This design comes from an exercise in tuning for small area on the open sky130 flow, not from production work. The RTL was checked by simulation tests, not by an equivalence proof against the original design.

Setup of run 1:
// ex4_t
module ex4_t(
input clk,
input rst,
input temp_a,
input temp_b,
input temp_c,
input temp_d,
input switch1,
input switch2,
input switch5,
input switch6,
input switch7,
input switch8,
output [3:0] ans,
output [6:0] a_to_g,
output [7:0] light
);
reg [7:0] cnt;
wire tick = (cnt == 8'h7f);
wire blink = cnt[7];
wire [1:0] sel = cnt[3:2];
always @(posedge clk)
  if (rst) cnt <= 8'd0;
  else cnt <= cnt + 8'd1;
reg [3:0] d1, d2, d3, d4;
function [3:0] inc10(input [3:0] x);
  inc10 = {(x[0] & x[1] & x[2]) | (~x[0] & x[3]), (~x[0] & x[2]) | (~x[1] & x[2]) | (x[0] & x[1] & ~x[2]), (~x[0] & x[1]) | (x[0] & ~x[1] & ~x[3]), (~x[0])};
endfunction
wire tclr = rst | (tick & ~switch1);
wire tinc = tick & switch1 & ~switch2;
always @(posedge clk) begin
  if (tclr) begin d1 <= 0; d2 <= 0; d3 <= 0; d4 <= 0; end
  else if (tinc) begin
    if (temp_a) d1 <= inc10(d1);
    if (temp_b) d2 <= inc10(d2);
    if (temp_c) d3 <= inc10(d3);
    if (temp_d) d4 <= inc10(d4);
  end
end
reg [15:0] r;
always @(posedge clk)
  if (rst) r <= 16'd0;
  else if (~switch1) r <= r + 16'd1;
reg [3:0] a1, a2, a3, a4;
reg [9:0] z;
wire life_nz = ~|z[9:3];
function [3:0] inc9(input [3:0] x);
  inc9 = {(x[0] & x[1] & x[2]) | (~x[0] & x[3]), (~x[0] & x[2]) | (~x[1] & x[2]) | (x[0] & x[1] & ~x[2]), (~x[0] & x[1]) | (x[0] & ~x[1] & ~x[3]), (~x[0]) | (x[3])};
endfunction
function [3:0] g0(input [3:0] x);
  g0 = {(~x[1] & ~x[2] & x[3]), (x[2]), (x[1]), (x[0])};
endfunction
function [3:0] g1(input [3:0] x);
  ...
clock: 30.0 ns
lec_check: 0
abc_area: 1
cap_margin: 20
core_margin: 2
core_utilization: 40
gpl_timing_driven: 0
place_density: 0.6
slew_margin: 20
standard.sh (not shown) runs the stock make flow with config.mk's settings and CLKGATE_MAP_FILE= SYNTH_SCRIPT=/design/flow/synth_recipe.tcl, a recipe that flattens the netlist after the stock synthesis.
==> flow/flow/run.sh <==
#!/bin/bash
# Own flow: the standard synthesis, then its combinational logic mapped again for
# area (every register kept as the same cell under the same name), then the standard
# layout steps. Each tool writes its full output to a log_*.txt file here.
set -euo pipefail
W=$(pwd)
R=$W/orfs/results/$FLOW_PLATFORM/ex4_t/base
LIB=$FLOW_HOME/platforms/$FLOW_PLATFORM/lib/sky130_fd_sc_hd__tt_025C_1v80.lib
F=$W/flow
source $F/knobs.sh

bash standard.sh synth > $W/log_1_synth.txt 2>&1
cp $R/1_2_yosys.v $W/std_synth.v

# 1: the standard netlist's cells back to logic; registers stay cells
cat > $W/remap1.ys <<EOY
read_liberty -ignore_miss_func $LIB
blackbox sky130_fd_sc_hd__df* sky130_fd_sc_hd__edf* sky130_fd_sc_hd__sdf* sky130_fd_sc_hd__dl* sky130_fd_sc_hd__conb_1
read_verilog $W/std_synth.v
hierarchy -top $FLOW_TOP
flatten
rename -hide w:*.*
opt_clean -purge
select -module $FLOW_TOP
write_verilog -noattr -selected $W/generic.v
EOY
yosys -s $W/remap1.ys > $W/log_2_remap1.txt 2>&1

# 2: map that logic again, for area
cat > $W/remap2.ys <<EOY
read_liberty -lib $LIB
read_verilog $W/generic.v
hierarchy -top $FLOW_TOP
techmap
opt -fast -purge
abc -liberty $LIB -dont_use *lpflow* -dont_use *probe* -script $F/area.abc
setundef -zero
splitnets
opt_clean -purge
hilomap -singleton -hicell sky130_fd_sc_hd__conb_1 HI -locell sky130_fd_sc_hd__conb_1 LO
insbuf -buf sky130_fd_sc_hd__buf_1 A X
check -assert -mapped
stat -liberty $LIB
write_verilog -noattr -nohex -nodec $W/remapped.v
EOY
yosys -s $W/remap2.ys > $W/log_3_remap2.txt 2>&1

cp $W/remapped.v $R/1_2_yosys.v
rm -f $R/1_synth.odb $R/1_synth.sdc
export BUFFER_PORTS_ARGS="-buffer_cell sky130_fd_sc_hd__buf_1"
export CTS_ARGS="-sink_clustering_enable -repair_clock_nets $CTS_EXTRA"
bash standard.sh > $W/log_4_layout.txt 2>&1
==> flow/flow/area.abc <==
strash
&get -n
&deepsyn -T 60
&put
dc2
dch -f
amap
==> flow/flow/knobs.sh <==
CTS_EXTRA="-buf_list sky130_fd_sc_hd__clkbuf_8 -dont_use_dummy_load"
Run 1 | stages: all done | timing, DRC, antenna: all pass
Setup changes, run 1 to run 2
==> flow/flow/area.abc <==
strash
&get -n
&deepsyn -T 10
&put
dc2
dch -f
amap
==> flow/flow/knobs.sh <==
CTS_EXTRA="-buf_list sky130_fd_sc_hd__clkbuf_4 sky130_fd_sc_hd__clkbuf_8 -dont_use_dummy_load"
## What came out
- For run 2, the flow was terminated by a tool error in clock tree synthesis and produced no final design.
- In summary, run 1 completed successfully, with a layout that passed the timing, DRC and antenna checks.
- Run 2 -> run 1: synthesized cell area flat
- [compare] base=run 1 new=run 2: number of placed instances with taps included rose 0.64%; number of nets produced by synthesis rose about 1.1%; number of top-level pins about even; gate count of the mapped netlist rose 1.1%.
- Mean post-synth cell area, run 1 and run 2, higher one = run 1.
- For number of rows in the core area, run 2 and run 1 come out practically identical.
- Post-placement worst setup slack delta for run 2 relative to run 1: 1120 ps lower
- Sort run 1 and run 2 by half-perimeter wire length of the detailed placement result, descending, and run 1 comes first.
- Routability congestion estimate was higher in run 1 than in run 2.
The inputs of run 3 differ from those of run 2 as listed below.
==> flow/flow/knobs.sh <==
CTS_EXTRA="-buf_list {sky130_fd_sc_hd__clkbuf_4 sky130_fd_sc_hd__clkbuf_8} -dont_use_dummy_load"
Notes after the runs:
Both conditions hold for run 3: the flow ran to the end and the final layout passed the timing, DRC and antenna checks. Comparing run 3 against run 2, there is no change at all in synthesized area. Cell count after synthesis came out exactly the same in run 2 and run 3. Diff run 3..run 2 | total instance count after detailed placement | negligible.

==> re-timing with driven ports <==
The results above use ideal ports. As a check the final layouts listed here were re-extracted and re-timed, cells and wires unchanged. Step 1, drivers: a clkbuf_16 drives clk and a buf_2 each remaining input, both assumed. Step 2 adds t to the input delays and takes it off the output delays; t is the mean of the earliest and latest rising clock arrival at the registers after step 1. Input paths then give back, and output paths get back, about the clock's delay inside the block. Three values: ideal ports, drivers, drivers and shift; two values: the first two.
run	t, ns	setup slack, ns	latest minus earliest clock arrival (ns)
run 1	0.406	18.362 / 18.362 / 18.362	0.029 / 0.029
run 3	0.399	17.316 / 17.316 / 17.316	0.018 / 0.018
After both steps setup and hold are still met in every run listed.
